This is an optimization exercise on Yosys and OpenROAD, whose aim is small area, not a production implementation. The RTL was checked by simulation tests, not by an equivalence proof against the original design. The flow treats the clock pin as an ideal source. Dropping or thinning the clock tree relies on that and would not hold on a real chip. Power figures rest on the tool's default switching activity, not on a simulated workload.

--- design/flow/flow/run.sh ---
#!/bin/bash
# Own layout flow: the standard flow (standard.sh) with these changes:
#  * ABC maps the logic with an area-only script (flow/abc_area_only.script)
#    instead of ORFS's, which buffers and upsizes for delay;
#  * no half/full-adder extraction before ABC and no buffers on pass-through
#    wires (ADDER_MAP_FILE empty, SYNTH_INSBUF 0);
#  * the constant outputs share synthesis's one tie cell
#    (SKIP_REPAIR_TIE_FANOUT 1);
#  * the port buffers are buf_1 cells;
#  * after CTS, flow/post_cts.tcl (run by ORFS's cts step as POST_CTS_TCL)
#    collapses the clock tree into one clkbuf_16 that drives every flip-flop.
# Synthesis is otherwise the standard flow's own (synth_recipe.tcl: no fsm/share passes,
# flattened, same register names). Each tool's output goes to a log here.
set -euo pipefail
W=$(pwd)
{
  echo 'proc abc {args} {'
  echo '  set i [lsearch -exact $args -script]'
  echo '  if {$i >= 0} { lset args [expr {$i + 1}] $::env(OWN_ABC_SCRIPT) }'
  echo '  yosys abc {*}$args'
  echo '}'
  cat "$W/synth_recipe.tcl"
} > "$W/own_synth.tcl"
export OWN_ABC_SCRIPT="$W/flow/abc_area_only.script"
sed -e "s|SYNTH_SCRIPT=[^ ]*synth_recipe.tcl|SYNTH_SCRIPT=$W/own_synth.tcl ADDER_MAP_FILE= SYNTH_INSBUF=0 SKIP_REPAIR_TIE_FANOUT=1 POST_CTS_TCL=$W/flow/post_cts.tcl 'BUFFER_PORTS_ARGS=-buffer_cell sky130_fd_sc_hd__buf_1'|" \
  "$W/standard.sh" > "$W/own_standard.sh"
grep -q own_synth.tcl "$W/own_standard.sh"
bash "$W/own_standard.sh" > "$W/orfs_make.log" 2>&1
test -s "$W/out/final.def"
--- design/flow/flow/abc_area_only.script ---
strash
dch
amap
strash
dch
amap
topo
--- design/flow/flow/post_cts.tcl ---
# Collapse the clock tree that CTS built into its root buffer: the design
# has only a few flip-flops, which the one buffer drives within the slew
# limit. Every flip-flop then gets its clock through the same buffer.
set block [ord::get_db_block]
set clk_net [[$block findBTerm clk] getNet]
set roots {}
foreach it [$clk_net getITerms] { lappend roots [$it getInst] }
if {[llength $roots] != 1} { error "expected one clock root buffer, found [llength $roots]" }
set root [lindex $roots 0]
set root_out [[$root findITerm X] getNet]
set moved 0
set removed 0
set again 1
while {$again} {
  set again 0
  foreach it [$root_out getITerms] {
    set inst [$it getInst]
    if {$inst == $root} { continue }
    set m [[$inst getMaster] getName]
    if {[string match "sky130_fd_sc_hd__clkbuf_*" $m] || [string match "sky130_fd_sc_hd__buf_*" $m]} {
      set out [[$inst findITerm X] getNet]
      foreach s [$out getITerms] {
        if {[$s getInst] != $inst} { $s disconnect; $s connect $root_out; incr moved }
      }
      odb::dbInst_destroy $inst
      odb::dbNet_destroy $out
      incr removed
      set again 1
      break
    }
  }
}
# dummy loads left on the clock net (inverters with no output load)
foreach it [$root_out getITerms] {
  set inst [$it getInst]
  set m [[$inst getMaster] getName]
  if {[string match "sky130_fd_sc_hd__clkinv*" $m]} {
    set y [$inst findITerm Y]
    if {[$y getNet] == "NULL" || [llength [[$y getNet] getITerms]] <= 1} {
      set yn [$y getNet]
      odb::dbInst_destroy $inst
      if {$yn != "NULL"} { odb::dbNet_destroy $yn }
      incr removed
    }
  }
}
# a stronger root buffer keeps the flip-flops' clock slew low
set strong [[ord::get_db] findMaster sky130_fd_sc_hd__clkbuf_16]
$root swapMaster $strong
puts "post_cts: removed $removed clock tree cells, moved $moved sinks to [$root getName] ([[$root getMaster] getName])"
detailed_placement
estimate_parasitics -placement
report_clock_min_period
report_check_types -max_slew -max_capacitance -violators
--- design/flow/standard.sh ---
#!/bin/bash
# synth_recipe.tcl (not shown) runs the flow's synth.tcl, then flattens the netlist and writes it again
# the make line also repeats each setting of config.mk as NAME=value (left out here)
make -C /OpenROAD-flow-scripts/flow DESIGN_CONFIG=/design/flow/config.mk WORK_HOME=/design/flow/orfs CLKGATE_MAP_FILE= SYNTH_SCRIPT=/design/flow/synth_recipe.tcl "${@:-finish}"
--- design/flow/config.mk ---
export PLATFORM = sky130hd
export DESIGN_NAME = timer
export DESIGN_NICKNAME = timer
export VERILOG_FILES = /design/flow/design.v
export SDC_FILE = /design/flow/constraint.sdc
export NUM_CORES = 4
export LEC_CHECK = 0
export ABC_AREA = 1
export CAP_MARGIN = 20
export CORE_MARGIN = 2
export CORE_UTILIZATION = 40
export CTS_BUF_LIST = sky130_fd_sc_hd__clkbuf_8
export SLEW_MARGIN = 20
--- design/flow/constraint.sdc ---
create_clock -name core_clock -period 13.0 [get_ports {clk}]
set_input_delay 2.6000 -clock core_clock [delete_from_list [all_inputs] [get_ports {clk}]]
set_output_delay 2.6000 -clock core_clock [all_outputs]
set_load 0.01 [all_outputs]
--- design/flow/design.v ---
module prbs #(parameter N = 14) (
    input  logic [N-1:0] cur,
    output logic [N-1:0] nxt
);
    assign nxt = {cur[N-2:0], cur[13] ^ cur[4] ^ cur[2] ^ cur[0]};
endmodule
module sseg (
    input  logic        clk,
    input  logic        clear,
    input  logic [12:0] r,
    input  logic        show_r,    
    input  logic        show_hi,   
    input  logic        show_9,    
    output logic        phase,
    output logic [7:0]  sseg,
    output logic [7:0]  an
);
    logic [4:0] count;
    always_ff @(posedge clk, posedge clear)
        if (clear) count <= 5'd0;
        else       count <= count + 5'd1;
    assign phase = count[0];
    logic [1:0] digit_sel;
    assign digit_sel = count[4:3];
    logic [3:0] code;
    always_comb
        case (digit_sel)
            2'd0: code = r[3:0];
            2'd1: code = r[7:4];
            2'd2: code = r[11:8];
            default: code = {3'b100, r[12]};
        endcase
    logic [6:0] seg7;
    always_comb
        case (code)
            4'd0:  seg7 = 7'h10;  
            4'd1:  seg7 = 7'h00;  
            4'd2:  seg7 = 7'h78;  
            4'd3:  seg7 = 7'h02;  
            4'd4:  seg7 = 7'h12;  
            4'd5:  seg7 = 7'h19;  
            4'd6:  seg7 = 7'h30;  
            4'd7:  seg7 = 7'h24;  
            4'd8:  seg7 = 7'h79;  
            4'd9:  seg7 = 7'h40;  
            4'd10: seg7 = 7'h78;
            4'd11: seg7 = 7'h02;
            4'd12: seg7 = 7'h3B;
            4'd13: seg7 = 7'h38;
            4'd14: seg7 = 7'h30;
            default: seg7 = 7'h24;
        endcase
    always_comb begin
        if (show_r)                        sseg = {1'b1, seg7};
        else if (show_9)                   sseg = 8'h90;
        else if (show_hi && digit_sel == 2'd1) sseg = 8'hCF;  
        else if (show_hi && digit_sel == 2'd2) sseg = 8'h89;  
        else                               sseg = 8'hFF;
    end
    assign an = ~(8'b00000001 << digit_sel);
endmodule
module timer (
    input  logic clk,
    input  logic clear,
    input  logic start,
    input  logic stop,
    output logic led,
    output logic [7:0] sseg,
    output logic [7:0] an
);
    localparam logic [2:0] S_INIT  = 3'd0,
                           S_RAND  = 3'd1,
                           S_PA    = 3'd2,
                           S_PB    = 3'd3,
                           S_LED   = 3'd5,
                           S_FIN   = 3'd6,
                           S_NINE  = 3'd7;
    logic [2:0]  st, nst;
    logic [13:0] r, r_n, r_step;
    logic [2:0]  q;
    logic        phase, tick, one;
    prbs #(14) lfsr (.cur(r), .nxt(r_step));
    sseg ss (
        .clk(clk), .clear(clear), .r(r[12:0]),
        .show_r(st == S_LED || st == S_FIN), .show_hi(st == S_INIT),
        .show_9(st == S_NINE), .phase(phase), .sseg(sseg), .an(an)
    );
    always_ff @(posedge clk, posedge clear)
        if (clear) q <= 3'b000;
        else       q <= {q[1] & ~q[0] & ~q[2], (q[0] | q[1]) & ~q[2], ~q[1]};
    assign tick = phase & q[2];        
    assign one  = phase & q[0] & ~q[1];  
    logic        en, bcd;
    logic [14:0] b;
    logic [13:0] dec;
    assign bcd = (st == S_LED);
    assign en  = tick & (st == S_PA || st == S_PB || st == S_LED);
    always_comb begin
        b[0] = en;
        for (int i = 0; i < 14; i++) b[i+1] = b[i] & ~r[i];
        for (int i = 0; i < 14; i++) dec[i] = r[i] ^ b[i];
        for (int k = 0; k < 3; k++) begin
            dec[4*k+1] = dec[4*k+1] & ~(bcd & b[4*k+4]);
            dec[4*k+2] = dec[4*k+2] & ~(bcd & b[4*k+4]);
        end
    end
    logic done;
    assign done = (st == S_PA) ? (r[13:11] == 3'b111 && r[10:6] == 5'd0 && r[3:0] == 4'd0)
                               : (!r[12] && !r[10] && !r[8] && !r[2] && !r[1]);
    logic go_led;
    assign go_led = (st == S_PA || st == S_PB) && done && one;
    always_comb
        if (st == S_INIT)     r_n = r_step;
        else if (go_led)      r_n = (r | 14'h1189) & ~14'h0260;
        else                  r_n = dec;
    always_ff @(posedge clk, posedge clear)
        if (clear) r <= 14'd1;
        else       r <= r_n;
    logic ge13001;
    assign ge13001 = r[13] & r[12] & (r[11] | r[10] | (r[9] & (r[8] | (r[7] & r[6] &
                     (r[5] | r[4] | (r[3] & (r[2] | r[1] | r[0])))))));
    always_comb begin
        nst = st;
        case (st)
            S_INIT: if (start) nst = S_RAND;
            S_RAND: nst = ge13001 ? S_PB : S_PA;
            S_PA, S_PB:
                if (done) begin
                    if (go_led) nst = S_LED;
                end else if (stop) nst = S_NINE;
            S_LED:  if (stop || !r[12]) nst = S_FIN;
            default: ;
        endcase
    end
    always_ff @(posedge clk, posedge clear)
        if (clear) st <= S_INIT;
        else       st <= nst;
    assign led = (st == S_LED);
endmodule
==> run_results.csv, run 1 <==
group,metric,value,unit
route,vias,1468,
floorplan,core_area,3416,µm²
power,power_density,229.1,nW/µm²
critical_path,end_kind,"primary output",
route,detail-route-antenna-nets,0,
logic_synthesis,ys_seq_area_frac,0.4286,
timing,rsz0062_at_grt,"false",
cts,insertion_delay,0.16,ns
floorplan,die_h,64.47,µm
logic_synthesis,synth_common_cells,"nor2_1 (32), clkinv_1 (29), dfrtp_1 (24), o21ai_0 (22), nand2_1 (21)",
grt,grt_pass1_wl,6265,µm
logic_synthesis,synth_top_area_cell,"dfrtp_1",
timing,slew_violations,0,
place,routabilityCongestion,0.8511,
timing,fin_skew,0.004268,ns
timing,max_freq,0.1942,GHz
critical_path,arrival,2.55,ns
place,dp_hpwl,2945,µm
grt,track_usage,0.2130,
logic_synthesis,synthCells,194,
critical_path,reg2reg_depth,17,
logic_synthesis,avgSynthCellArea,7.539,µm²
critical_path,rrSetupSlack,9.48,ns
critical_path,critPathRequiredTime,10.40,ns
floorplan,fp-row-count,21,
floorplan,initial_core_util,0.4282,
logic_synthesis,synth_edf_count,0,
route,drtIter0Drc,119,
power,vdd.ir_drop.worst,97.76,µV
timing,period_share,0.3961,
grt,grt_start_max_net_pins,26,
critical_path,startpoint_type,"flip-flop",
logic_synthesis,synthTopCellsByArea,"dfrtp_1 (41%), nor2_1 (8.2%), o21ai_0 (7.5%), clkinv_1 (7.4%), nand2_1 (5.4%)",
power,p_leak,0.5844,nW
route,dr.pass1.iters,5,
logic_synthesis,syn-num-nets,198,
grt,gr-total-overflow,0,
finish,syn2layout_area_growth,9.496,%
timing,finalHoldViolCount,0,
logic_synthesis,synth.most_common_cell,"nor2_1",
hold_path,holdPathStages,1,
run_status,status,"finished clean",
logic_synthesis,yosysTopAreaCellShare,0.4106,
floorplan,die_area,4156,µm²
timing,fin_tns_setup,0,ns
timing,fin_crit,5.150,ns
route,drc,0,
grt,grt_pass1_vias,1387,
cts,cts_sinks,25,
finish,multi_input_area,726.9,µm²
timing,worstMarginPinSlew,0.8705,ns
critical_path,criticalPathCategory,"flip-flop to primary output",
critical_path,crit_fanout,12,
logic_synthesis,ys_ff_latch,25,
timing,holdWs,0.4633,ns
timing,slew_headroom,0.4161,
floorplan,dieWidth,64.47,µm
finish,nNetsFinal,216,
cts,clk_pin_slew,0.10,ns
place,io_buffers,15,
logic_synthesis,synthArstFlopShare,1.000,
route,wl_per_cell,14.34,µm
finish,drive_gt1_frac,0.009524,
logic_synthesis,ys.flop_type,"dfrtp_1",
finish,n_antenna_cell,0,
grt,antenna_found_initial,0,
logic_synthesis,synthDistinctLibCells,27,
logic_synthesis,synth_warnings,2,
finish,final.fill_count,357,
route,vias_per_cell,5.734,
route,drt-total-wl,3671,µm
timing,setup_viol,0,
finish,seqCellArea,626.9,µm²
floorplan,io_pins,21,
hold_path,hold_path.class,"flip-flop to flip-flop",
logic_synthesis,netlist_area,1463,µm²
flow_run,cap_violations,0,
[path summary, 6_finish.rpt]
path | from | to
setup / recovery | st[2]$_DFFE_PP0P_ | sseg[2]
hold / removal | q[0]$_DFF_PP0_ | q[2]$_DFF_PP0_
setup reg to reg | st[1]$_DFFE_PP0P_ | r[13]$_DFFE_PP0P_
hold reg to reg | q[0]$_DFF_PP0_ | q[2]$_DFF_PP0_
max in group asynchronous | clear | r[5]$_DFF_PP0_
min in group asynchronous | clear | st[2]$_DFFE_PP0P_
[per-layer routing]
| metal | global-route usage | vias up | wire (µm) |
|---|---|---|---|
| met5 | 0 | - | 0 |
| met4 | 0.04255 | 0 | 73 |
| met3 | 0.01736 | 12 | 257 |
| met2 | 0.3594 | 56 | 1686 |
| met1 | 0.3026 | 677 | 1653 |
| li1 | - | 723 | - |
[sequential cells by signal (all words and copies together), names as in the netlist]
signal    flops
q             3
ss.count      5
st            3
r            14
[layout by cell type (no fill, tap or decap), types with 2 or more instances in the layout]
cell type,instances
nor2_1,32
clkinv_1,29
dfrtp_1,24
o21ai_0,22
nand2_1,21
a21oi_1,15
buf_1,15
o22ai_1,10
nor3_1,7
nor4_1,4
a22oi_1,4
o32a_1,3
o21a_1,3
nand3_1,2
a31oi_1,2
a32oi_1,2
nor2b_1,2
o221ai_1,2
[critical path, cell delays in order (launching register included)]
cell and delay (ns):
dfrtp_1 0.48, nor3_1 0.69, clkinv_1 0.56, o21ai_0 0.37
o21ai_0 0.15, buf_1 0.15
[report_power, final]
| part | total, mW | switching [mW] | internal, mW |
|---|---|---|---|
| clock network | 0.0334 | 0.0193 | 0.0142 |
| registers | 0.140 | 0.0351 | 0.105 |
| logic | 0.193 | 0.123 | 0.0703 |
[area by class of cell]
type	instances	area share
well taps	46	0.03594
multi-input cells	140	0.4539
inverters	29	0.06797
flip-flops and latches	25	0.3914
clock buffers	1	0.01562
repair buffers	15	0.03516
[metrics by stage]
stage,setup slack [ns],instance area (µm²),util,total power [mW],std cells
6_report,7.850,1602,0.4689,0.3670,256
5_1_grt,7.449,1602,0.4689,0.4019,256
3_5_place_dp,8.030,1577,0.4615,0.3325,255
3_3_place_gp,8.227,1577,0.4615,0.3282,255
2_1_floorplan,8.631,1463,-,0.2747,194
[kinds of logic (layout without fill, tap and decap cells)]
| group | after synthesis | after routing | synth area share |
|---|---|---|---|
| AO/OA/AOI/OAI | 68 | 68 | 0.2874 |
| XOR/XNOR | 1 | 1 | 0.005989 |
| buffers and inverters | 29 | 45 | 0.07442 |
| flip-flops | 25 | 25 | 0.4286 |
| other | 1 | 1 | 0.002564 |
| AND/OR/NAND/NOR | 70 | 70 | 0.2010 |
==> inputs of run 2 (changes only) <==
--- a/design/flow/flow/run.sh
+++ b/design/flow/flow/run.sh
@@ -1,7 +1,8 @@
 #!/bin/bash
 # Own layout flow: the standard flow (standard.sh) with these changes:
-#  * ABC maps the logic with an area-only script (flow/abc_area_only.script)
-#    instead of ORFS's, which buffers and upsizes for delay;
+#  * ABC maps the logic with an area-only script (flow/abc_area_only.script:
+#    20 s of &deepsyn, then two rounds of dch + amap) instead of ORFS's,
+#    which buffers and upsizes for delay;
 #  * no half/full-adder extraction before ABC and no buffers on pass-through
 #    wires (ADDER_MAP_FILE empty, SYNTH_INSBUF 0);
 #  * the constant outputs share synthesis's one tie cell
==> design/flow/flow/abc_area_only.script (replaced) <==
strash
&get -n
&deepsyn -T 20
&put
dch
amap
strash
dch
amap
topo
==> run_results.csv, run 2 <==
group,metric,value,unit
run_status,status,"finished clean",
critical_path,arrival,2.72,ns
floorplan,dieWidth,64.06,µm
route,drtIter0Drc,184,
logic_synthesis,synth_edf_count,0,
flow_run,cap_violations,0,
place,routabilityCongestion,0.8920,
timing,finalHoldViolCount,0,
logic_synthesis,ys_seq_area_frac,0.4345,
timing,period_share,0.4092,
logic_synthesis,yosysTopAreaCellShare,0.4163,
logic_synthesis,synthArstFlopShare,1.000,
grt,gr-total-overflow,0,
critical_path,critPathTopFamily,"buffers and inverters",
grt,grt_start_max_net_pins,26,
timing,worstMarginPinSlew,0.8670,ns
cts,clk_pin_slew,0.10,ns
floorplan,initial_core_util,0.4256,
critical_path,cp_slowest_cell,"nor2_1",
finish,largest-register,"r",
critical_path,end_kind,"primary output",
logic_synthesis,synth_common_cells,"nor2_1 (41), clkinv_1 (35), dfrtp_1 (24), o21ai_0 (18), nand2_1 (14)",
route,drt-total-wl,3594,µm
logic_synthesis,ys_ff_latch,25,
route,detail-route-antenna-nets,0,
finish,final.fill_count,344,
place,dp_hpwl,2796,µm
logic_synthesis,synthTopCellsByArea,"dfrtp_1 (42%), nor2_1 (11%), clkinv_1 (9.1%), o21ai_0 (6.2%), a21oi_1 (4.5%)",
grt,grt_pass1_vias,1235,
critical_path,critical_path_buf_inv_count,3,
cts,cts_sinks,25,
finish,drive_gt1_frac,0.009479,
finish,layout_commonest_cell,"nor2_1",
finish,final_cell_mix,"nor2_1 (41), clkinv_1 (35), dfrtp_1 (24)",
route,dr.pass1.iters,6,
route,wl_per_cell,13.98,µm
logic_synthesis,syn-num-nets,199,
logic_synthesis,avgSynthCellArea,7.398,µm²
finish,reg_top3,"r (14), ss.count (5)",
critical_path,path_cells,"nor2_1 > clkinv_1 > nor2_1 > clkinv_1 > o21ai_0 > o21ai_0 > buf_1",
logic_synthesis,synth_warnings,2,
finish,n_antenna_cell,0,
timing,rsz0062_at_grt,"false",
power,vdd.ir_drop.worst,59.07,µV
timing,max_freq,0.1880,GHz
cts,insertion_delay,0.16,ns
critical_path,cpPeakStageDelay,0.54,ns
finish,final-instance-count-excl-fill,257,
place,dp.cells,256,
critical_path,startpoint_type,"flip-flop",
logic_synthesis,synth_top_area_cell,"dfrtp_1",
finish,nNetsFinal,217,
timing,fin_skew,0.004714,ns
timing,slew_violations,0,
timing,fin_tns_setup,0,ns
grt,grt_pass1_wl,6134,µm
timing,setup_viol,0,
logic_synthesis,synth.most_common_cell,"nor2_1",
finish,syn2layout_area_growth,9.627,%
timing,fin_crit,5.319,ns
route,vias_per_cell,5.447,
floorplan,fp-row-count,21,
route,vias,1400,
logic_synthesis,synthDistinctLibCells,29,
place,io_buffers,15,
grt,antenna_found_initial,0,
finish,largest_reg_flops,14,
logic_synthesis,synthCells,195,
timing,slew_headroom,0.4184,
critical_path,rrSetupSlack,9.78,ns
floorplan,die_h,64.06,µm
finish,seqCellArea,626.9,µm²
power,p_leak,0.6177,nW
critical_path,crit_fanout,11,
floorplan,die_area,4103,µm²
power,power_density,143.1,nW/µm²
route,drc,0,
logic_synthesis,netlist_area,1443,µm²
logic_synthesis,ys.flop_type,"dfrtp_1",
critical_path,critPathRequiredTime,10.40,ns
finish,multi_input_area,684.4,µm²
grt,track_usage,0.2135,
floorplan,io_pins,21,
critical_path,criticalPathCategory,"flip-flop to primary output",
hold_path,hold_path.class,"flip-flop to flip-flop",
floorplan,core_area,3390,µm²
-- run 2: cell families (layout without fill, tap and decap cells) --
logic type | after synthesis | count (layout) | synth area share
flip-flops | 25 | 25 | 0.4345
AND/OR/NAND/NOR | 77 | 77 | 0.2298
buffers and inverters | 35 | 51 | 0.09107
other | 1 | 1 | 0.002599
AO/OA/AOI/OAI | 57 | 57 | 0.2420
-- run 2: layout make-up --
type                            instances  area share
Clock buffer                            1     0.01582
Inverter                               35     0.08307
Multi-Input combinational cell        135      0.4328
Sequential cell                        25      0.3964
Tap cell                               46     0.03639
Timing Repair Buffer                   15     0.03560
-- run 2: metrics by stage --
step                hold slack, ns  setup slack (ns)  utilization  cell area [µm²]  total power [mW]
detailed placement          0.4563             7.936       0.4592             1556            0.1920
global route                0.4897             7.402       0.4666             1582            0.2446
finish                      0.4757             7.681       0.4666             1582            0.2264
floorplan                   0.4234             8.574            -             1443            0.1693
global placement            0.4551             8.148       0.4592             1556            0.1911
-- run 2: worst paths after layout --
path	start	end	cells past startpoint
setup / recovery	st[1]$_DFFE_PP0P_	sseg[1]	7
hold / removal	q[0]$_DFF_PP0_	q[2]$_DFF_PP0_	1
setup reg to reg	st[1]$_DFFE_PP0P_	r[13]$_DFFE_PP0P_	17
hold reg to reg	q[0]$_DFF_PP0_	q[2]$_DFF_PP0_	1
max in group asynchronous	clear	r[1]$_DFFE_PP0P_	2
min in group asynchronous	clear	q[0]$_DFF_PP0_	2
-- run 2: where the power goes --
part / switching [mW] / internal, mW
sequential: 0.0159 / 0.0915
combinational: 0.0525 / 0.0321
clock: 0.0202 / 0.0142
total: 0.0886 / 0.138
-- run 2: routing by layer --
layer / GRT usage / up-vias / wire (µm)
li1: - / 695 / -
met1: 0.3345 / 635 / 1684
met2: 0.3190 / 62 / 1613
met3: 0.02289 / 8 / 241
met4: 0.03804 / 0 / 54
met5: 0 / - / 0
==> inputs of run 3 (changes only) <==
--- a/design/flow/design.v
+++ b/design/flow/design.v
@@ -78,7 +78,7 @@
     logic [2:0]  st, nst;
     logic [13:0] r, r_n, r_step;
     logic [2:0]  q;
-    logic        phase, tick, one;
+    logic        phase, tick;
     prbs #(14) lfsr (.cur(r), .nxt(r_step));
     sseg ss (
         .clk(clk), .clear(clear), .r(r[12:0]),
@@ -88,8 +88,7 @@
     always_ff @(posedge clk, posedge clear)
         if (clear) q <= 3'b000;
         else       q <= {q[1] & ~q[0] & ~q[2], (q[0] | q[1]) & ~q[2], ~q[1]};
-    assign tick = phase & q[2];        
-    assign one  = phase & q[0] & ~q[1];  
+    assign tick = phase & q[2];   
     logic        en, bcd;
     logic [14:0] b;
     logic [13:0] dec;
@@ -108,7 +107,7 @@
     assign done = (st == S_PA) ? (r[13:11] == 3'b111 && r[10:6] == 5'd0 && r[3:0] == 4'd0)
                                : (!r[12] && !r[10] && !r[8] && !r[2] && !r[1]);
     logic go_led;
-    assign go_led = (st == S_PA || st == S_PB) && done && one;
+    assign go_led = (st == S_PA || st == S_PB) && done && phase;
     always_comb
         if (st == S_INIT)     r_n = r_step;
         else if (go_led)      r_n = (r | 14'h1189) & ~14'h0260;
==> run_results.csv, run 3 <==
group,metric,value,unit
critical_path,critPathTopFamily,"compound AO/OA/AOI/OAI gates",
logic_synthesis,synth_edf_count,0,
route,vias,1458,
floorplan,dieWidth,63.85,µm
grt,grt_pass1_wl,6430,µm
logic_synthesis,synth_top_area_cell,"dfrtp_1",
logic_synthesis,synthTopCellsByArea,"dfrtp_1 (42%), nor2_1 (12%), clkinv_1 (8.6%), o22ai_1 (5.7%), o21ai_0 (4.9%)",
critical_path,path_cells,"clkinv_1 > nand2_1 > nor2_1 > a221oi_1 > clkinv_1 > o21ai_0 > a21oi_1 > o21ai_0 > nand2_1 > o21a_1 > buf_1",
logic_synthesis,synthCells,194,
finish,utilization,0.4636,
grt,antenna_found_initial,0,
finish,seqCellArea,626.9,µm²
critical_path,critPathRequiredTime,10.40,ns
logic_synthesis,synth_warnings,2,
power,seq_power_share,0.683,
place,routabilityCongestion,0.9409,
finish,multi_input_area,681.9,µm²
route,detail-route-antenna-nets,0,
logic_synthesis,yosysTopAreaCellShare,0.4192,
logic_synthesis,synth_common_cells,"nor2_1 (47), clkinv_1 (33), dfrtp_1 (24), nand2_1 (16), o21ai_0 (14)",
route,dr.pass1.iters,4,
logic_synthesis,avgSynthCellArea,7.385,µm²
route,drt-total-wl,3631,µm
timing,rsz0062_at_grt,"false",
critical_path,cp_slowest_cell,"o21ai_0",
route,vias_per_cell,5.695,
cts,insertion_delay,0.16,ns
timing,slew_headroom,0.3997,
power,p_leak,0.6344,nW
finish,nNetsFinal,216,
logic_synthesis,ys_ff_latch,25,
timing,finalHoldViolCount,0,
timing,period_share,0.4006,
critical_path,cpPeakStageDelay,0.43,ns
logic_synthesis,syn-num-nets,198,
power,power_density,72.41,nW/µm²
route,drc,0,
timing,fin_ws,7.793,ns
finish,final_cell_mix,"nor2_1 (47), clkinv_1 (33), dfrtp_1 (24)",
timing,max_freq,0.1920,GHz
logic_synthesis,netlist_area,1433,µm²
power,switching_power,0.02165,mW
finish,reg_top3,"r (14), ss.count (5)",
timing,fin_tns_setup,0,ns
critical_path,startpoint_type,"flip-flop",
finish,layout_commonest_cell,"nor2_1",
power,pwr-share-comb,0.023,
hold_path,hold_path.class,"flip-flop to flip-flop",
run_status,status,"finished clean",
power,switching_share,0.1903,
critical_path,critical_path_buf_inv_count,3,
route,drtIter0Drc,132,
timing,worstMarginPinSlew,0.8950,ns
finish,final.fill_count,336,
power,p_int,0.09214,mW
logic_synthesis,ys.flop_type,"dfrtp_1",
floorplan,fp-row-count,21,
logic_synthesis,synthDistinctLibCells,27,
floorplan,die_h,63.85,µm
timing,slew_violations,0,
finish,largest-register,"r",
grt,gr-total-overflow,0,
flow_run,cap_violations,0,
finish,drive_gt1_frac,0.009524,
place,dp.cells,255,
timing,fin_crit,5.207,ns
floorplan,die_area,4076,µm²
power,pwr-share-clk,0.294,
finish,final-instance-count-excl-fill,256,
cts,clk_pin_slew,0.10,ns
finish,n_antenna_cell,0,
logic_synthesis,ys_seq_area_frac,0.4376,
timing,holdWs,0.4316,ns
floorplan,io_pins,21,
place,dp_hpwl,2832,µm
logic_synthesis,synthArstFlopShare,1.000,
finish,largest_reg_flops,14,
place,dp_slack,8.054,ns
grt,grt_start_max_net_pins,26,
critical_path,crit_fanout,5,
critical_path,arrival,2.61,ns
timing,setup_viol,0,
grt,track_usage,0.2205,
critical_path,end_kind,"primary output",
floorplan,initial_core_util,0.4227,
power,vdd.ir_drop.worst,46.16,µV
logic_synthesis,synth.most_common_cell,"nor2_1",
grt,grt_pass1_vias,1369,
critical_path,criticalPathCategory,"flip-flop to primary output",
place,io_buffers,15,
route,wl_per_cell,14.18,µm
timing,fin_skew,0.002588,ns
cts,cts_sinks,25,
finish,syn2layout_area_growth,9.695,%
floorplan,core_area,3390,µm²
## run 3: cell count changes in the layout (fill, tap and decap cells not counted), sizes merged, moves of 2 or more
cell	before	now
nor2b	4	2
clkinv	35	33
a221oi	2	4
o22ai	9	13
o21ai	18	14
nor2	41	47
a21oi	13	9
nand2	14	16
a31oi	2	4
## run 3: per-layer routing
| metal | GRT usage | up-vias | part of all wire |
|---|---|---|---|
| met1 | 0.3386 | 680 | 0.45 |
| met2 | 0.3320 | 70 | 0.45 |
| met4 | 0.05163 | 0 | 0.019 |
| li1 | - | 698 | - |
| met5 | 0 | - | 0 |
| met3 | 0.02289 | 10 | 0.083 |
## run 3: worst reg2reg max path: stages, from the launching register on
cell	delay (ns)
dfrtp_1	0.43
nor2_1	0.25
clkinv_1	0.14
nor2_1	0.53
o21ai_0	0.37
nor3_1	0.43
nand2_1	0.16
a21oi_1	0.32
nand2_1	0.12
o22ai_1	0.18
o21ai_0	0.12
and2_0	0.19
nor3_1	0.13
a21oi_1	0.06
## run 3: final timing paths
path / from / to / slack, ns / cells after the start
min in group asynchronous: clear / r[12]$_DFF_PP0_ / 2.48 / 2
max in group asynchronous: clear / r[8]$_DFF_PP0_ / 10.10 / 2
setup / recovery: ss.count[3]$_DFF_PP0_ / sseg[0] / 7.79 / 11
hold reg to reg: q[0]$_DFF_PP0_ / q[2]$_DFF_PP0_ / 0.43 / 1
setup reg to reg: st[0]$_DFFE_PP0P_ / r[11]$_DFFE_PP0P_ / 9.46 / 13
hold / removal: q[0]$_DFF_PP0_ / q[2]$_DFF_PP0_ / 0.43 / 1
## run 3: metrics by stage
stage	power, mW	area (µm²)
floorplan	0.08110	1433
global placement	0.08191	1546
detailed placement	0.08197	1546
global route	0.1205	1572
finish	0.1138	1572
## run 3: cells by family after synthesis
group,Yosys count,share of synthesized area
compound gates,54,0.2349
flops,25,0.4376
other cells,1,0.002618
buf+inv,33,0.08646
xor+xnor,1,0.006115
simple gates,80,0.2323
## run 3: final cells by class
cell class / count / share of cell area
multi-input combinational: 136 / 0.4339
sequential: 25 / 0.3989
inverter: 33 / 0.07882
tap: 46 / 0.03662
timing repair buffer: 15 / 0.03583
clock buffer: 1 / 0.01592
## run 3: power groups by stage
stage / Combinational (mW) / Clock [mW] / Sequential [mW]
global route: 0.00305 / 0.0397 / 0.0778
global placement: 0.00266 / 0 / 0.0792
finish: 0.00258 / 0.0335 / 0.0777
floorplan: 0.00186 / 0 / 0.0792
detailed placement: 0.00272 / 0 / 0.0792
==> inputs of run 4 (changes only) <==
--- a/design/flow/design.v
+++ b/design/flow/design.v
@@ -79,11 +79,15 @@
     logic [13:0] r, r_n, r_step;
     logic [2:0]  q;
     logic        phase, tick;
+    logic        show_r, show_9, show_hi;
+    assign show_r  = st[2] & ~(st[1] & st[0]);
+    assign show_9  = st[2];
+    assign show_hi = ~st[1] & ~st[0];
     prbs #(14) lfsr (.cur(r), .nxt(r_step));
     sseg ss (
         .clk(clk), .clear(clear), .r(r[12:0]),
-        .show_r(st == S_LED || st == S_FIN), .show_hi(st == S_INIT),
-        .show_9(st == S_NINE), .phase(phase), .sseg(sseg), .an(an)
+        .show_r(show_r), .show_hi(show_hi), .show_9(show_9),
+        .phase(phase), .sseg(sseg), .an(an)
     );
     always_ff @(posedge clk, posedge clear)
         if (clear) q <= 3'b000;
@@ -92,8 +96,8 @@
     logic        en, bcd;
     logic [14:0] b;
     logic [13:0] dec;
-    assign bcd = (st == S_LED);
-    assign en  = tick & (st == S_PA || st == S_PB || st == S_LED);
+    assign bcd = st[2];
+    assign en  = tick & (st[2] ? st[0] : st[1]);
     always_comb begin
         b[0] = en;
         for (int i = 0; i < 14; i++) b[i+1] = b[i] & ~r[i];
@@ -104,12 +108,12 @@
         end
     end
     logic done;
-    assign done = (st == S_PA) ? (r[13:11] == 3'b111 && r[10:6] == 5'd0 && r[3:0] == 4'd0)
-                               : (!r[12] && !r[10] && !r[8] && !r[2] && !r[1]);
+    assign done = st[0] ? (!r[12] && !r[10] && !r[8] && !r[2] && !r[1])
+                        : (r[13:11] == 3'b111 && r[10:6] == 5'd0 && r[3:0] == 4'd0);
     logic go_led;
-    assign go_led = (st == S_PA || st == S_PB) && done && phase;
+    assign go_led = st[1] & ~st[2] & done & phase;   
     always_comb
-        if (st == S_INIT)     r_n = r_step;
+        if (~st[1] & ~st[0])  r_n = r_step;   
         else if (go_led)      r_n = (r | 14'h1189) & ~14'h0260;
         else                  r_n = dec;
     always_ff @(posedge clk, posedge clear)
@@ -118,21 +122,15 @@
     logic ge13001;
     assign ge13001 = r[13] & r[12] & (r[11] | r[10] | (r[9] & (r[8] | (r[7] & r[6] &
                      (r[5] | r[4] | (r[3] & (r[2] | r[1] | r[0])))))));
-    always_comb begin
-        nst = st;
-        case (st)
-            S_INIT: if (start) nst = S_RAND;
-            S_RAND: nst = ge13001 ? S_PB : S_PA;
-            S_PA, S_PB:
-                if (done) begin
-                    if (go_led) nst = S_LED;
-                end else if (stop) nst = S_NINE;
-            S_LED:  if (stop || !r[12]) nst = S_FIN;
-            default: ;
-        endcase
-    end
+    logic go, leave;
+    assign go    = done & phase;
+    assign leave = stop | ~r[12];
+    assign nst[2] = st[2] | (st[1] & (go | (~done & stop)));
+    assign nst[1] = st[2] ? (st[1] | leave) : (st[1] ? ~go : st[0]);
+    assign nst[0] = st[2] ? (st[1] ? st[0] : ~leave)
+                          : (st[1] ? (go | (~done & stop) | st[0]) : (st[0] ? ge13001 : start));
     always_ff @(posedge clk, posedge clear)
         if (clear) st <= S_INIT;
         else       st <= nst;
-    assign led = (st == S_LED);
+    assign led = st[2] & ~st[1];   
 endmodule
==> run_results.csv, run 4 <==
group,metric,value,unit
power,p_int,0.1104,mW
critical_path,reg2reg_from,"st[2]$_DFF_PP0_",
power,pwr-share-clk,0.224,
critical_path,cp_common_cell,"o21ai_0",
critical_path,rrSetupSlack,10.21,ns
power,seq_power_share,0.571,
finish,nNetsFinal,212,
grt,grt_pass1_wl,6168,µm
cts,cts_sinks,25,
hold_path,min_to,"q[2]$_DFF_PP0_",
finish,utilization,0.4614,
floorplan,initial_core_util,0.4205,
route,route.layer.met1.wl,1603,µm
timing,period_share,0.3945,
timing,slew_violations,0,
power,switching_power,0.04824,mW
grt,grt_pass1_vias,1290,
flow_run,cap_violations,0,
hold_path,holdPathStages,1,
route,dr_wl_met2,1703,µm
logic_synthesis,ys.flop_type,"dfrtp_1",
logic_synthesis,ys_seq_area_frac,0.4399,
logic_synthesis,synth.most_common_cell,"nor2_1",
run_status,status,"finished clean",
grt,gr-total-overflow,0,
power,switching_share,0.3040,
critical_path,path_cells,"nor2_1 > clkinv_1 > o21ai_0 > o21bai_1 > o21ai_0 > buf_1",
critical_path,startpoint_type,"flip-flop",
logic_synthesis,ys_ff_latch,25,
timing,fin_crit,5.129,ns
floorplan,die_area,4056,µm²
power,p_leak,0.6106,nW
finish,syn2layout_area_growth,9.745,%
timing,max_freq,0.1950,GHz
power,finalPower,0.1587,mW
critical_path,criticalPathCategory,"flip-flop to primary output",
logic_synthesis,synthTopCellsByArea,"dfrtp_1 (42%), nor2_1 (11%), o21ai_0 (6.3%), clkinv_1 (5.8%), nand2_1 (5.5%)",
floorplan,io_pins,21,
floorplan,die_h,63.69,µm
grt,track_usage,0.2170,
finish,n_antenna_cell,0,
finish,seqCellArea,626.9,µm²
grt,antenna_found_initial,0,
finish,layout_commonest_cell,"nor2_1",
logic_synthesis,synth_edf_count,0,
route,drc,0,
logic_synthesis,netlist_area,1425,µm²
place,routabilityCongestion,0.8795,
grt,grt_start_max_net_pins,26,
finish,drive_gt1_frac,0.009709,
power,vdd.ir_drop.worst,45.28,µV
logic_synthesis,synth_warnings,2,
route,highest_layer,"met4",
hold_path,hold_path.class,"flip-flop to flip-flop",
floorplan,fp-row-count,21,
timing,rsz0062_at_grt,"false",
timing,fin_skew,0.002673,ns
critical_path,arrival,2.53,ns
logic_synthesis,synthArstFlopShare,1.000,
floorplan,dieWidth,63.69,µm
cts,insertion_delay,0.16,ns
critical_path,crit_start,"st[1]$_DFF_PP0_",
place,io_buffers,15,
route,vias_per_cell,5.647,
finish,largest-register,"r",
power,pwr-share-comb,0.205,
place,dp_hpwl,2860,µm
finish,final.fill_count,358,
critical_path,crit_fanout,11,
timing,slew_headroom,0.4009,
place,place_area,1539,µm²
finish,final_cell_mix,"nor2_1 (41), dfrtp_1 (24), clkinv_1 (22)",
critical_path,cpPeakStageDelay,0.52,ns
timing,finalHoldViolCount,0,
timing,fin_tns_setup,0,ns
route,wl_per_cell,14.79,µm
logic_synthesis,synthDistinctLibCells,25,
route,drtIter0Drc,228,
logic_synthesis,synth_common_cells,"nor2_1 (41), dfrtp_1 (24), clkinv_1 (22), nand2_1 (21), o21ai_0 (18)",
logic_synthesis,avgSynthCellArea,7.501,µm²
route,drt-total-wl,3728,µm
critical_path,critPathRequiredTime,10.40,ns
route,detail-route-antenna-nets,0,
logic_synthesis,synthCells,190,
floorplan,core_area,3390,µm²
route,dr.pass1.iters,5,
logic_synthesis,syn-num-nets,194,
cts,clk_pin_slew,0.10,ns
timing,setup_viol,0,
critical_path,cp_slowest_cell,"nor2_1",
finish,multi_input_area,715.7,µm²
finish,reg_top3,"r (14), ss.count (5)",
logic_synthesis,yosysTopAreaCellShare,0.4214,
route,vias,1423,
finish,largest_reg_flops,14,
timing,worstMarginPinSlew,0.8931,ns
power,power_density,101.5,nW/µm²
critical_path,end_kind,"primary output",
critical_path,reg2reg_depth,12,
critical_path,r2r-end,"r[13]$_DFFE_PP0P_",
finish,design_area,1564,µm²
route,met3_length,332,µm
hold_path,hp-start,"q[0]$_DFF_PP0_",
logic_synthesis,synth_top_area_cell,"dfrtp_1",
-- run 4: cell count changes after synthesis, moves of 2 or more --
cell and change:
nor2b_1 +3, o21ai_0 +4, nor2_1 -6, o22ai_1 -4
nand2_1 +5, a221oi_1 -3, or3_1 +3, nand3_1 +4
clkinv_1 -11, o21a_1 +2, a31oi_1 +3
-- run 4: worst max-delay path by stage --
| stage | endpoint | depth (start not counted) | slack [ns] |
|---|---|---|---|
| global route | sseg[4] | 6 | 7.49 |
| finish | sseg[4] | 6 | 7.87 |
| global placement | sseg[4] | 6 | 8.15 |
| detailed placement | sseg[4] | 6 | 8.06 |
| floorplan | sseg[0] | 10 | 8.50 |
-- run 4: cells by family after synthesis --
kind of cell | share of synthesized area
other cells | 0.002631
simple gates | 0.2572
flops | 0.4399
buf+inv | 0.05795
compound gates | 0.2423
-- run 4: per-layer routing --
layer	vias to the layer above	track usage
met3	10	0.01786
met4	0	0.04348
met5	-	0
li1	701	-
met2	72	0.3500
met1	640	0.3180
-- run 4: layout make-up --
cell class                      instances  area share
Tap cell                               46     0.03680
Clock buffer                            1     0.01600
Sequential cell                        25      0.4008
Inverter                               22     0.05280
Multi-Input combinational cell        143      0.4576
Timing Repair Buffer                   15     0.03600
-- run 4: worst max-delay path: cells and delay by family (launching register included) --
family | cells | cell delay, ns
AO/OA/AOI/OAI | 3 | 0.80
flip-flops | 1 | 0.43
buffers and inverters | 2 | 0.60
AND/OR/NAND/NOR | 1 | 0.52
-- run 4: metrics by stage --
stage	std cells	hold slack, ns	worst slack [ns]
6_report	252	0.4359	7.871
5_1_grt	252	0.4571	7.493
3_5_place_dp	251	0.4333	8.056
3_3_place_gp	251	0.4111	8.146
2_1_floorplan	190	0.4061	8.501
-- run 4: power by group through the flow --
stage	Sequential, mW	Clock [mW]	Combinational [mW]
finish	0.0906	0.0355	0.0325
global route	0.0921	0.0395	0.0370
detailed placement	0.0921	0	0.0325
global placement	0.0920	0	0.0321
floorplan	0.0902	0	0.0257
==> inputs of run 5 (changes only) <==
--- a/design/flow/flow/run.sh
+++ b/design/flow/flow/run.sh
@@ -1,7 +1,7 @@
 #!/bin/bash
 # Own layout flow: the standard flow (standard.sh) with these changes:
 #  * ABC maps the logic with an area-only script (flow/abc_area_only.script:
-#    20 s of &deepsyn, then two rounds of dch + amap) instead of ORFS's,
+#    60 s of &deepsyn, then two rounds of dch + amap) instead of ORFS's,
 #    which buffers and upsizes for delay;
 #  * no half/full-adder extraction before ABC and no buffers on pass-through
 #    wires (ADDER_MAP_FILE empty, SYNTH_INSBUF 0);
==> design/flow/flow/abc_area_only.script (replaced) <==
strash
&get -n
&deepsyn -T 60
&put
dch
amap
strash
dch
amap
topo
==> run_results.csv, run 5 <==
group,metric,value,unit
place,place_area,1525,µm²
grt,antenna_found_initial,0,
floorplan,die_h,63.40,µm
floorplan,io_pins,21,
critical_path,criticalPathCategory,"flip-flop to primary output",
logic_synthesis,netlist_area,1411,µm²
finish,drive_gt1_frac,0.009804,
route,highest_layer,"met4",
floorplan,fp-row-count,21,
logic_synthesis,ys.flop_type,"dfrtp_1",
critical_path,critPathRequiredTime,10.40,ns
finish,layout_commonest_cell,"nor2_1",
power,p_leak,0.6067,nW
timing,rsz0062_at_grt,"false",
critical_path,end_kind,"primary output",
finish,utilization,0.4609,
logic_synthesis,synth-compound-area-share,0.2500,
logic_synthesis,synth_top_family_by_area,"compound AO/OA/AOI/OAI gates",
route,vias_per_cell,5.656,
logic_synthesis,synth_common_cells,"nor2_1 (42), clkinv_1 (25), dfrtp_1 (24), nand2_1 (17), o21ai_0 (16)",
place,dp_hpwl,2733,µm
logic_synthesis,synth_top_area_cell,"dfrtp_1",
timing,fin_skew,0.006153,ns
finish,final_cell_mix,"nor2_1 (42), clkinv_1 (25), dfrtp_1 (24)",
flow_run,cap_violations,0,
logic_synthesis,synthTopCellsByArea,"dfrtp_1 (43%), nor2_1 (11%), clkinv_1 (6.6%), o21ai_0 (5.7%), o22ai_1 (4.9%)",
critical_path,arrival,2.56,ns
logic_synthesis,yosysTopAreaCellShare,0.4255,
grt,grt_start_max_net_pins,26,
floorplan,die_area,4020,µm²
floorplan,dieWidth,63.40,µm
critical_path,crit_fanout,14,
logic_synthesis,muxShareOfSynthArea,0,
critical_path,startpoint_type,"flip-flop",
place,routabilityCongestion,0.8860,
logic_synthesis,synthArstFlopShare,1.000,
power,vdd.ir_drop.worst,56.71,µV
timing,setup_viol,0,
cts,insertion_delay,0.16,ns
cts,cts_sinks,25,
logic_synthesis,synthDistinctLibCells,27,
finish,n_antenna_cell,0,
logic_synthesis,synthCells,188,
logic_synthesis,synth_warnings,2,
route,route.layer.met1.wl,1578,µm
grt,track_usage,0.2163,
route,wl_per_cell,14.29,µm
floorplan,core_area,3363,µm²
logic_synthesis,yosys.area_share.xor_xnor,0,
route,detail-route-antenna-nets,0,
floorplan,initial_core_util,0.4196,
cts,clk_pin_slew,0.10,ns
route,drc,0,
finish,largest_reg_flops,14,
logic_synthesis,synth.most_common_cell,"nor2_1",
route,dr_wl_met2,1709,µm
timing,period_share,0.3969,
route,vias,1414,
finish,design_area,1550,µm²
grt,grt_pass1_wl,6320,µm
finish,final-instance-count-excl-fill,250,
run_status,status,"finished clean",
finish,syn2layout_area_growth,9.841,%
finish,reg_top3,"r (14), ss.count (5)",
grt,grt_pass1_vias,1351,
place,dp.cells,249,
route,drtIter0Drc,155,
logic_synthesis,ys_ff_latch,25,
finish,nNetsFinal,210,
timing,slew_violations,0,
grt,gr-total-overflow,0,
logic_synthesis,ys_seq_area_frac,0.4441,
place,io_buffers,15,
timing,max_freq,0.1938,GHz
logic_synthesis,yosys.area_share.simple,0.2367,
timing,slew_headroom,0.4114,
logic_synthesis,syn-num-nets,192,
timing,worstMarginPinSlew,0.8775,ns
route,dr.pass1.iters,8,
route,drt-total-wl,3572,µm
logic_synthesis,avgSynthCellArea,7.507,µm²
logic_synthesis,synth_adder_area_share,0,
logic_synthesis,synth_edf_count,0,
timing,fin_crit,5.160,ns
hold_path,hold_path.class,"flip-flop to flip-flop",
power,power_density,130.7,nW/µm²
timing,finalHoldViolCount,0,
finish,largest-register,"r",
timing,fin_tns_setup,0,ns
route,met3_length,233,µm
==> run 5: cells by family (layout without fill, tap and decap cells) <==
family,count (synthesis),in the layout
AND/OR/NAND/NOR,79,79
flip-flops,25,25
other,1,1
buffers and inverters,25,41
AO/OA/AOI/OAI,58,58
==> run 5: report_power, final <==
| part | leakage, nW | internal (mW) | switching, mW | total [mW] |
|---|---|---|---|---|
| logic | 0.307 | 0.0236 | 0.0421 | 0.0656 |
| clock network | 0.0123 | 0.0142 | 0.0200 | 0.0342 |
| registers | 0.287 | 0.0888 | 0.0140 | 0.103 |
| total | 0.607 | 0.127 | 0.0761 | 0.203 |
==> run 5: stage by stage <==
step	hold WS (ns)	power (mW)	worst slack [ns]
floorplan	0.4061	0.1497	8.578
detailed placement	0.4253	0.1690	8.056
finish	0.4338	0.2027	7.840
global placement	0.4109	0.1671	8.205
global route	0.4590	0.2200	7.556
==> run 5: cell type report <==
| class | instances | area [µm²] |
|---|---|---|
| fill | 374 | 1813 |
| multi-input combinational | 138 | 690.7 |
| sequential | 25 | 626.9 |
| inverter | 25 | 93.84 |
| clock buffer | 1 | 25.02 |
| timing repair buffer | 15 | 56.30 |
| tap | 46 | 57.56 |
==> run 5: metal layers <==
metal / track usage / vias to the layer above
li1: - / 687
met4: 0.04891 / 0
met3: 0.03036 / 4
met2: 0.3474 / 58
met1: 0.3091 / 665
met5: 0 / -
==> run 5: path summary, 6_finish.rpt <==
check | start | endpoint | slack, ns | depth (start not counted)
setup / recovery | st[0]$_DFFE_PP0P_ | sseg[5] | 7.84 | 6
hold / removal | q[0]$_DFF_PP0_ | q[2]$_DFF_PP0_ | 0.43 | 1
setup reg to reg | st[0]$_DFFE_PP0P_ | r[12]$_DFF_PP0_ | 9.75 | 11
hold reg to reg | q[0]$_DFF_PP0_ | q[2]$_DFF_PP0_ | 0.43 | 1
max in group asynchronous | clear | r[11]$_DFFE_PP0P_ | 10.12 | 2
min in group asynchronous | clear | q[1]$_DFF_PP0_ | 2.47 | 2
==> run 5: worst max-delay path, cell delays in order (launching register included) <==
cell	delay, ns
dfrtp_1	0.44
nor2_1	0.69
clkinv_1	0.42
o21ai_0	0.41
o21bai_1	0.18
o21ai_0	0.10
buf_1	0.13
==> inputs of run 6 (changes only) <==
--- a/design/flow/flow/post_cts.tcl
+++ b/design/flow/flow/post_cts.tcl
@@ -45,7 +45,7 @@
   }
 }
 # a stronger root buffer keeps the flip-flops' clock slew low
-set strong [[ord::get_db] findMaster sky130_fd_sc_hd__clkbuf_16]
+set strong [[ord::get_db] findMaster sky130_fd_sc_hd__buf_12]
 $root swapMaster $strong
 puts "post_cts: removed $removed clock tree cells, moved $moved sinks to [$root getName] ([[$root getMaster] getName])"
 detailed_placement
==> run_results.csv, run 6 <==
group,metric,value,unit
run_status,status,"finished clean",
cts,cts_sinks,25,
logic_synthesis,synthTopCellsByArea,"dfrtp_1 (43%), nor2_1 (11%), clkinv_1 (6.6%), o21ai_0 (5.7%), o22ai_1 (4.9%)",
finish,n_antenna_cell,0,
logic_synthesis,synth.most_common_cell,"nor2_1",
critical_path,cpPeakStageDelay,0.71,ns
place,io_buffers,15,
logic_synthesis,synth_edf_count,0,
route,drtIter0Drc,159,
logic_synthesis,netlist_area,1411,µm²
route,met3_length,253,µm
grt,grt_pass1_vias,1344,
timing,fin_tns_setup,0,ns
route,detail-route-antenna-nets,0,
hold_path,holdPathStages,1,
timing,slew_violations,0,
cts,clk_pin_slew,0.10,ns
finish,final_cell_mix,"nor2_1 (42), clkinv_1 (25), dfrtp_1 (24)",
logic_synthesis,syn-num-nets,192,
logic_synthesis,ys.flop_type,"dfrtp_1",
grt,gr-total-overflow,0,
critical_path,reg2reg_depth,11,
timing,max_freq,0.1945,GHz
timing,fin_skew,0.003790,ns
floorplan,die_h,63.40,µm
finish,layout_commonest_cell,"nor2_1",
route,dr_wl_met2,1644,µm
logic_synthesis,synthCells,188,
hold_path,hp-start,"q[0]$_DFF_PP0_",
route,vias,1418,
power,vdd.ir_drop.worst,53.58,µV
route,drt-total-wl,3602,µm
place,routabilityCongestion,0.8860,
finish,largest_reg_flops,14,
route,highest_layer,"met4",
place,dp_hpwl,2733,µm
critical_path,critPathRequiredTime,10.40,ns
route,wl_per_cell,14.41,µm
floorplan,dieWidth,63.40,µm
hold_path,hold_path.class,"flip-flop to flip-flop",
timing,finalHoldViolCount,0,
logic_synthesis,synth_common_cells,"nor2_1 (42), clkinv_1 (25), dfrtp_1 (24), nand2_1 (17), o21ai_0 (16)",
critical_path,cp_common_cell,"o21ai_0",
critical_path,r2r-end,"r[12]$_DFF_PP0_",
critical_path,reg2reg_from,"st[0]$_DFFE_PP0P_",
floorplan,die_area,4020,µm²
floorplan,io_pins,21,
critical_path,startpoint_type,"flip-flop",
critical_path,cp_slowest_cell,"nor2_1",
logic_synthesis,ys_ff_latch,25,
route,drc,0,
finish,reg_top3,"r (14), ss.count (5)",
logic_synthesis,yosysTopAreaCellShare,0.4255,
floorplan,fp-row-count,21,
critical_path,rrSetupSlack,9.74,ns
finish,syn2layout_area_growth,9.486,%
timing,worstMarginPinSlew,0.9010,ns
finish,nNetsFinal,210,
grt,grt_start_max_net_pins,26,
grt,grt_pass1_wl,6341,µm
critical_path,path_cells,"nor2_1 > clkinv_1 > o21ai_0 > o21bai_1 > o21ai_0 > buf_1",
timing,rsz0062_at_grt,"false",
critical_path,end_kind,"primary output",
flow_run,cap_violations,0,
hold_path,min_to,"q[2]$_DFF_PP0_",
logic_synthesis,synth_top_area_cell,"dfrtp_1",
power,power_density,130.4,nW/µm²
finish,drive_gt1_frac,0.009804,
grt,track_usage,0.2178,
critical_path,crit_fanout,14,
timing,fin_ws,7.859,ns
logic_synthesis,synth_warnings,2,
logic_synthesis,avgSynthCellArea,7.507,µm²
timing,period_share,0.3955,
place,dp_slack,8.056,ns
timing,slew_headroom,0.3956,
timing,setup_viol,0,
route,vias_per_cell,5.672,
timing,fin_crit,5.141,ns
logic_synthesis,synthArstFlopShare,1.000,
logic_synthesis,ys_seq_area_frac,0.4441,
grt,antenna_found_initial,0,
logic_synthesis,synthDistinctLibCells,27,
route,route.layer.met1.wl,1642,µm
power,p_leak,0.6038,nW
critical_path,criticalPathCategory,"flip-flop to primary output",
floorplan,initial_core_util,0.4196,
floorplan,core_area,3363,µm²
cts,insertion_delay,0.14,ns
finish,largest-register,"r",
critical_path,arrival,2.54,ns
route,dr.pass1.iters,6,
run 6: metrics by stage:
| step | area, µm² | total power [mW] | instances | hold WS (ns) | utilization |
|---|---|---|---|---|---|
| 2_1_floorplan | 1411 | 0.1497 | 188 | 0.4061 | - |
| 3_3_place_gp | 1525 | 0.1671 | 249 | 0.4109 | 0.4535 |
| 3_5_place_dp | 1525 | 0.1690 | 249 | 0.4253 | 0.4535 |
| 5_1_grt | 1545 | 0.2184 | 250 | 0.4598 | 0.4594 |
| 6_report | 1545 | 0.2014 | 250 | 0.4339 | 0.4594 |
run 6: where the power goes:
| part | internal, mW | switching [mW] | total [mW] |
|---|---|---|---|
| clock network | 0.0126 | 0.0203 | 0.0329 |
| logic | 0.0236 | 0.0422 | 0.0658 |
| registers | 0.0888 | 0.0140 | 0.103 |
| total | 0.125 | 0.0765 | 0.201 |
run 6: how the worst max path moves through the flow:
stage | startpoint | to | depth (start not counted)
finish | st[0]$_DFFE_PP0P_ | sseg[5] | 6
global placement | st[0]$_DFFE_PP0P_ | sseg[5] | 6
global route | st[0]$_DFFE_PP0P_ | sseg[5] | 6
floorplan | st[0]$_DFFE_PP0P_ | sseg[5] | 5
detailed placement | st[0]$_DFFE_PP0P_ | sseg[5] | 6
run 6: critical path: cells and delay by family, from the launching register on:
family	cells	cell delay, ns
flops	1	0.44
compound gates	3	0.70
buf+inv	2	0.56
simple gates	1	0.71
run 6: final cells by class:
cell class | count | area, µm²
clock buffer | 1 | 20.02
fill | 374 | 1818
inverter | 25 | 93.84
multi-input combinational | 138 | 690.7
sequential | 25 | 626.9
tap | 46 | 57.56
timing repair buffer | 15 | 56.30
run 6: routing by layer:
| metal | up-vias | GRT usage |
|---|---|---|
| met5 | - | 0 |
| met4 | 0 | 0.04620 |
| met3 | 4 | 0.03036 |
| met2 | 60 | 0.3487 |
| met1 | 666 | 0.3136 |
| li1 | 688 | - |
run 6: cell families (layout without fill, tap and decap cells):
logic type / Yosys count / count (layout) / synth area share
simple gates: 79 / 79 / 0.2367
buf+inv: 25 / 41 / 0.06649
flops: 25 / 25 / 0.4442
compound gates: 58 / 58 / 0.2500
other cells: 1 / 1 / 0.002657
==> inputs of run 7 (changes only) <==
--- a/design/flow/flow/run.sh
+++ b/design/flow/flow/run.sh
@@ -9,7 +9,7 @@
 #    (SKIP_REPAIR_TIE_FANOUT 1);
 #  * the port buffers are buf_1 cells;
 #  * after CTS, flow/post_cts.tcl (run by ORFS's cts step as POST_CTS_TCL)
-#    collapses the clock tree into one clkbuf_16 that drives every flip-flop.
+#    collapses the clock tree into one buf_12 that drives every flip-flop.
 # Synthesis is otherwise the standard flow's own (synth_recipe.tcl: no fsm/share passes,
 # flattened, same register names). Each tool's output goes to a log here.
 set -euo pipefail
--- a/design/flow/flow/post_cts.tcl
+++ b/design/flow/flow/post_cts.tcl
@@ -44,7 +44,7 @@
     }
   }
 }
-# a stronger root buffer keeps the flip-flops' clock slew low
+# a stronger root buffer (buf_12) keeps the flip-flops' clock slew low
 set strong [[ord::get_db] findMaster sky130_fd_sc_hd__buf_12]
 $root swapMaster $strong
 puts "post_cts: removed $removed clock tree cells, moved $moved sinks to [$root getName] ([[$root getMaster] getName])"
==> run_results.csv, run 7 <==
group,metric,value,unit
logic_synthesis,ys_seq_area_frac,0.4441,
timing,setup_viol,0,
cts,clk_pin_slew,0.10,ns
floorplan,io_pins,21,
hold_path,hp-start,"q[0]$_DFF_PP0_",
power,p_leak,0.6038,nW
floorplan,die_area,4020,µm²
logic_synthesis,synthCells,188,
place,place_area,1525,µm²
logic_synthesis,syn-num-nets,192,
timing,slew_headroom,0.3956,
grt,grt_pass1_vias,1344,
hold_path,hold_path.class,"flip-flop to flip-flop",
power,finalPower,0.2014,mW
floorplan,die_h,63.40,µm
logic_synthesis,synth.most_common_cell,"nor2_1",
route,drc,0,
route,vias,1418,
logic_synthesis,synthDistinctLibCells,27,
hold_path,holdPathStages,1,
timing,fin_ws,7.859,ns
critical_path,critPathRequiredTime,10.40,ns
critical_path,criticalPathCategory,"flip-flop to primary output",
logic_synthesis,ys_ff_latch,25,
power,vdd.ir_drop.worst,53.58,µV
finish,final-instance-count-excl-fill,250,
timing,fin_tns_setup,0,ns
logic_synthesis,synth_top_area_cell,"dfrtp_1",
critical_path,reg2reg_from,"st[0]$_DFFE_PP0P_",
grt,track_usage,0.2178,
route,drtIter0Drc,159,
place,dp.cells,249,
timing,rsz0062_at_grt,"false",
timing,finalHoldViolCount,0,
finish,n_antenna_cell,0,
finish,syn2layout_area_growth,9.486,%
place,routabilityCongestion,0.8860,
grt,gr-total-overflow,0,
logic_synthesis,yosysTopAreaCellShare,0.4255,
place,dp_hpwl,2733,µm
timing,max_freq,0.1945,GHz
floorplan,dieWidth,63.40,µm
finish,largest_reg_flops,14,
timing,slew_violations,0,
run_status,status,"finished clean",
floorplan,initial_core_util,0.4196,
route,vias_per_cell,5.672,
timing,fin_crit,5.141,ns
grt,antenna_found_initial,0,
finish,nNetsFinal,210,
critical_path,r2r-end,"r[12]$_DFF_PP0_",
logic_synthesis,synthArstFlopShare,1.000,
finish,drive_gt1_frac,0.009804,
route,drt-total-wl,3602,µm
place,dp_slack,8.056,ns
critical_path,crit_fanout,14,
critical_path,rrSetupSlack,9.74,ns
timing,period_share,0.3955,
finish,utilization,0.4594,
timing,holdWs,0.4339,ns
hold_path,min_to,"q[2]$_DFF_PP0_",
floorplan,core_area,3363,µm²
grt,grt_pass1_wl,6341,µm
logic_synthesis,ys.flop_type,"dfrtp_1",
finish,final.fill_count,374,
critical_path,end_kind,"primary output",
logic_synthesis,synthTopCellsByArea,"dfrtp_1 (43%), nor2_1 (11%), clkinv_1 (6.6%), o21ai_0 (5.7%), o22ai_1 (4.9%)",
route,wl_per_cell,14.41,µm
logic_synthesis,synth_common_cells,"nor2_1 (42), clkinv_1 (25), dfrtp_1 (24), nand2_1 (17), o21ai_0 (16)",
finish,reg_top3,"r (14), ss.count (5)",
logic_synthesis,synth_edf_count,0,
power,power_density,130.4,nW/µm²
logic_synthesis,synth_warnings,2,
cts,cts_sinks,25,
finish,design_area,1545,µm²
grt,grt_start_max_net_pins,26,
timing,worstMarginPinSlew,0.9010,ns
place,io_buffers,15,
route,detail-route-antenna-nets,0,
critical_path,startpoint_type,"flip-flop",
flow_run,cap_violations,0,
logic_synthesis,avgSynthCellArea,7.507,µm²
cts,insertion_delay,0.14,ns
finish,final_cell_mix,"nor2_1 (42), clkinv_1 (25), dfrtp_1 (24)",
timing,fin_skew,0.003790,ns
finish,layout_commonest_cell,"nor2_1",
finish,largest-register,"r",
critical_path,reg2reg_depth,11,
logic_synthesis,netlist_area,1411,µm²
critical_path,arrival,2.54,ns
floorplan,fp-row-count,21,
route,dr.pass1.iters,6,
[run 7: cell counts after synthesis]
No cell type changed its count.
[run 7: area by class of cell]
cell class,instances,area (µm²),area share
Clock buffer,1,20.02,0.01296
Inverter,25,93.84,0.06073
Multi-Input combinational cell,138,690.7,0.4470
Sequential cell,25,626.9,0.4057
Tap cell,46,57.56,0.03725
Timing Repair Buffer,15,56.30,0.03644
[run 7: kinds of logic after synthesis]
family	Yosys count	synth area share
AO/OA/AOI/OAI	58	0.2500
AND/OR/NAND/NOR	79	0.2367
flip-flops	25	0.4442
buffers and inverters	25	0.06649
other	1	0.002657
[run 7: worst max-delay path by stage]
stage                                  from      end  slack [ns]  cells after the start
after floorplan           st[0]$_DFFE_PP0P_  sseg[5]        8.58                      5
final                     st[0]$_DFFE_PP0P_  sseg[5]        7.86                      6
after global placement    st[0]$_DFFE_PP0P_  sseg[5]        8.20                      6
after detailed placement  st[0]$_DFFE_PP0P_  sseg[5]        8.06                      6
after global routing      st[0]$_DFFE_PP0P_  sseg[5]        7.58                      6
[run 7: worst max-delay path, stage by stage, from the launching register on]
cell and delay (ns):
dfrtp_1 0.44, nor2_1 0.71, clkinv_1 0.42, o21ai_0 0.41
o21bai_1 0.18, o21ai_0 0.11, buf_1 0.14
[run 7: power by group]
part	internal, mW	leakage (nW)	switching [mW]	total (mW)
registers	0.0888	0.287	0.0140	0.103
logic	0.0236	0.307	0.0422	0.0658
clock network	0.0126	0.00940	0.0203	0.0329
total	0.125	0.604	0.0765	0.201
[run 7: per-layer routing]
metal	GRT usage	vias to the layer above	share of wire
li1	-	688	-
met1	0.3136	666	0.46
met2	0.3487	60	0.46
met3	0.03036	4	0.070
met4	0.04620	0	0.017
met5	0	-	0
==> inputs of run 8 (changes only) <==
--- a/design/flow/design.v
+++ b/design/flow/design.v
@@ -43,12 +43,12 @@
             4'd7:  seg7 = 7'h24;  
             4'd8:  seg7 = 7'h79;  
             4'd9:  seg7 = 7'h40;  
-            4'd10: seg7 = 7'h78;
-            4'd11: seg7 = 7'h02;
-            4'd12: seg7 = 7'h3B;
-            4'd13: seg7 = 7'h38;
+            4'd10: seg7 = 7'h79;
+            4'd11: seg7 = 7'h40;
+            4'd12: seg7 = 7'h11;
+            4'd13: seg7 = 7'h00;
             4'd14: seg7 = 7'h30;
-            default: seg7 = 7'h24;
+            default: seg7 = 7'h20;
         endcase
     always_comb begin
         if (show_r)                        sseg = {1'b1, seg7};
==> run_results.csv, run 8 <==
group,metric,value,unit
run_status,status,"finished clean",
logic_synthesis,yosysTopAreaCellShare,0.4297,
logic_synthesis,synth.most_common_cell,"nor2_1",
logic_synthesis,synth_warnings,2,
finish,final-instance-count-excl-fill,248,
grt,gr-total-overflow,0,
timing,fin_tns_setup,0,ns
floorplan,core_area,3337,µm²
timing,rsz0062_at_grt,"false",
critical_path,arrival,2.95,ns
timing,slew_headroom,0.3867,
critical_path,critPathRequiredTime,10.40,ns
grt,grt_pass1_wl,5940,µm
logic_synthesis,synthTopCellsByArea,"dfrtp_1 (43%), nor2_1 (11%), clkinv_1 (7.0%), a21oi_1 (5.7%), o21ai_0 (5.0%)",
route,detail-route-antenna-nets,0,
timing,fin_crit,5.548,ns
timing,fin_skew,0.002259,ns
hold_path,hold_path.class,"flip-flop to flip-flop",
critical_path,crit_fanout,5,
cts,clk_pin_slew,0.11,ns
logic_synthesis,ys_ff_latch,25,
flow_run,cap_violations,0,
finish,final_cell_mix,"nor2_1 (41), clkinv_1 (26), dfrtp_1 (24)",
finish,syn2layout_area_growth,10.39,%
logic_synthesis,synth_common_cells,"nor2_1 (41), clkinv_1 (26), dfrtp_1 (24), a21oi_1 (16)",
timing,max_freq,0.1802,GHz
finish,design_area,1543,µm²
logic_synthesis,ys.flop_type,"dfrtp_1",
timing,finalHoldViolCount,0,
finish,reg_top3,"r (14), ss.count (5)",
place,io_buffers,15,
power,power_density,195.7,nW/µm²
finish,largest_reg_flops,14,
place,dp.cells,246,
finish,nNetsFinal,207,
critical_path,startpoint_type,"flip-flop",
route,vias,1401,
finish,seqCellArea,626.9,µm²
logic_synthesis,synthDistinctLibCells,28,
finish,multi_input_area,673.1,µm²
place,dp_hpwl,2671,µm
power,vdd.ir_drop.worst,108.4,µV
logic_synthesis,synthArstFlopShare,1.000,
route,vias_per_cell,5.649,
power,finalPower,0.3019,mW
timing,period_share,0.4268,
cts,cts_sinks,25,
finish,layout_commonest_cell,"nor2_1",
grt,grt_start_max_net_pins,27,
route,drc,0,
logic_synthesis,ys_seq_area_frac,0.4485,
floorplan,die_area,3983,µm²
timing,holdWs,0.4428,ns
critical_path,end_kind,"primary output",
critical_path,cpPeakStageDelay,0.41,ns
finish,n_antenna_cell,0,
route,drtIter0Drc,121,
grt,antenna_found_initial,0,
timing,worstMarginPinSlew,0.9143,ns
place,place_area,1519,µm²
route,drt-total-wl,3516,µm
logic_synthesis,avgSynthCellArea,7.596,µm²
route,dr.pass1.iters,5,
critical_path,criticalPathCategory,"flip-flop to primary output",
critical_path,critical_path_buf_inv_count,4,
place,routabilityCongestion,0.8960,
cts,insertion_delay,0.14,ns
route,wl_per_cell,14.18,µm
grt,track_usage,0.2065,
finish,largest-register,"r",
critical_path,cp_slowest_cell,"dfrtp_1",
-- run 8: metal layers --
metal / up-vias / GRT usage / part of all wire
li1: 684 / - / -
met1: 652 / 0.2945 / 0.46
met2: 61 / 0.3351 / 0.47
met3: 4 / 0.02321 / 0.063
met4: 0 / 0.05278 / 0.0097
met5: - / 0 / 0
-- run 8: kinds of logic (layout without fill, tap and decap cells) --
| logic type | after synthesis | in the layout | synth area share |
|---|---|---|---|
| other | 1 | 1 | 0.002683 |
| DFF | 25 | 25 | 0.4485 |
| AOI/OAI and AO/OA | 58 | 58 | 0.2561 |
| buffers and inverters | 26 | 44 | 0.06983 |
| and+or+nand+nor | 74 | 74 | 0.2229 |
-- run 8: cell type report --
| class | instances | area share |
|---|---|---|
| Clock buffer | 1 | 0.01298 |
| Inverter | 26 | 0.06326 |
| Sequential cell | 25 | 0.4063 |
| Tap cell | 46 | 0.03731 |
| Clock inverter | 1 | 0.002433 |
| Timing Repair Buffer | 16 | 0.04136 |
| Multi-Input combinational cell | 133 | 0.4363 |
-- run 8: final timing paths --
path / startpoint / endpoint / slack (ns) / cells past startpoint
max: ss.count[4]$_DFF_PP0_ / sseg[6] / 7.45 / 15
min: q[0]$_DFF_PP0_ / q[2]$_DFF_PP0_ / 0.44 / 1
max reg2reg: st[2]$_DFF_PP0_ / r[12]$_DFF_PP0_ / 9.58 / 15
min reg2reg: q[0]$_DFF_PP0_ / q[2]$_DFF_PP0_ / 0.44 / 1
max in group asynchronous: clear / r[13]$_DFFE_PP0P_ / 10.07 / 2
min in group asynchronous: clear / q[1]$_DFF_PP0_ / 2.50 / 2
-- run 8: worst register-to-register path: stages (launching register included) --
cell and delay, ns:
dfrtp_1 0.50, clkinv_1 0.27, nor2_1 0.15, o211ai_1 0.14, nor4_1 0.24, o21ai_0 0.26, nor3_1 0.41, clkinv_1 0.18
nor2_1 0.22, nor2_1 0.07, nor2_1 0.20, nand2_1 0.10, a21oi_1 0.23, a21oi_1 0.12, nor3_1 0.17, a21oi_1 0.06
-- run 8: report_power, final --
group / internal (mW) / switching [mW] / total, mW
clock: 0.0130 / 0.0213 / 0.0343
combinational: 0.0502 / 0.0847 / 0.135
sequential: 0.102 / 0.0311 / 0.133
total: 0.165 / 0.137 / 0.302
-- run 8: stage by stage --
| step | setup slack [ns] | utilization |
|---|---|---|
| floorplan | 7.821 | - |
| global placement | 7.861 | 0.4552 |
| finish | 7.452 | 0.4623 |
| detailed placement | 7.666 | 0.4552 |
| global route | 7.135 | 0.4623 |

Re-timed with assumed drivers on the ports (clkbuf_16 on the clock, buf_2 on other inputs), run 8 has 7.420 ns of setup slack against 7.452 ns with ideal ports, and 7.589 ns once port delays also move by the mid clock arrival of 0.169 ns.
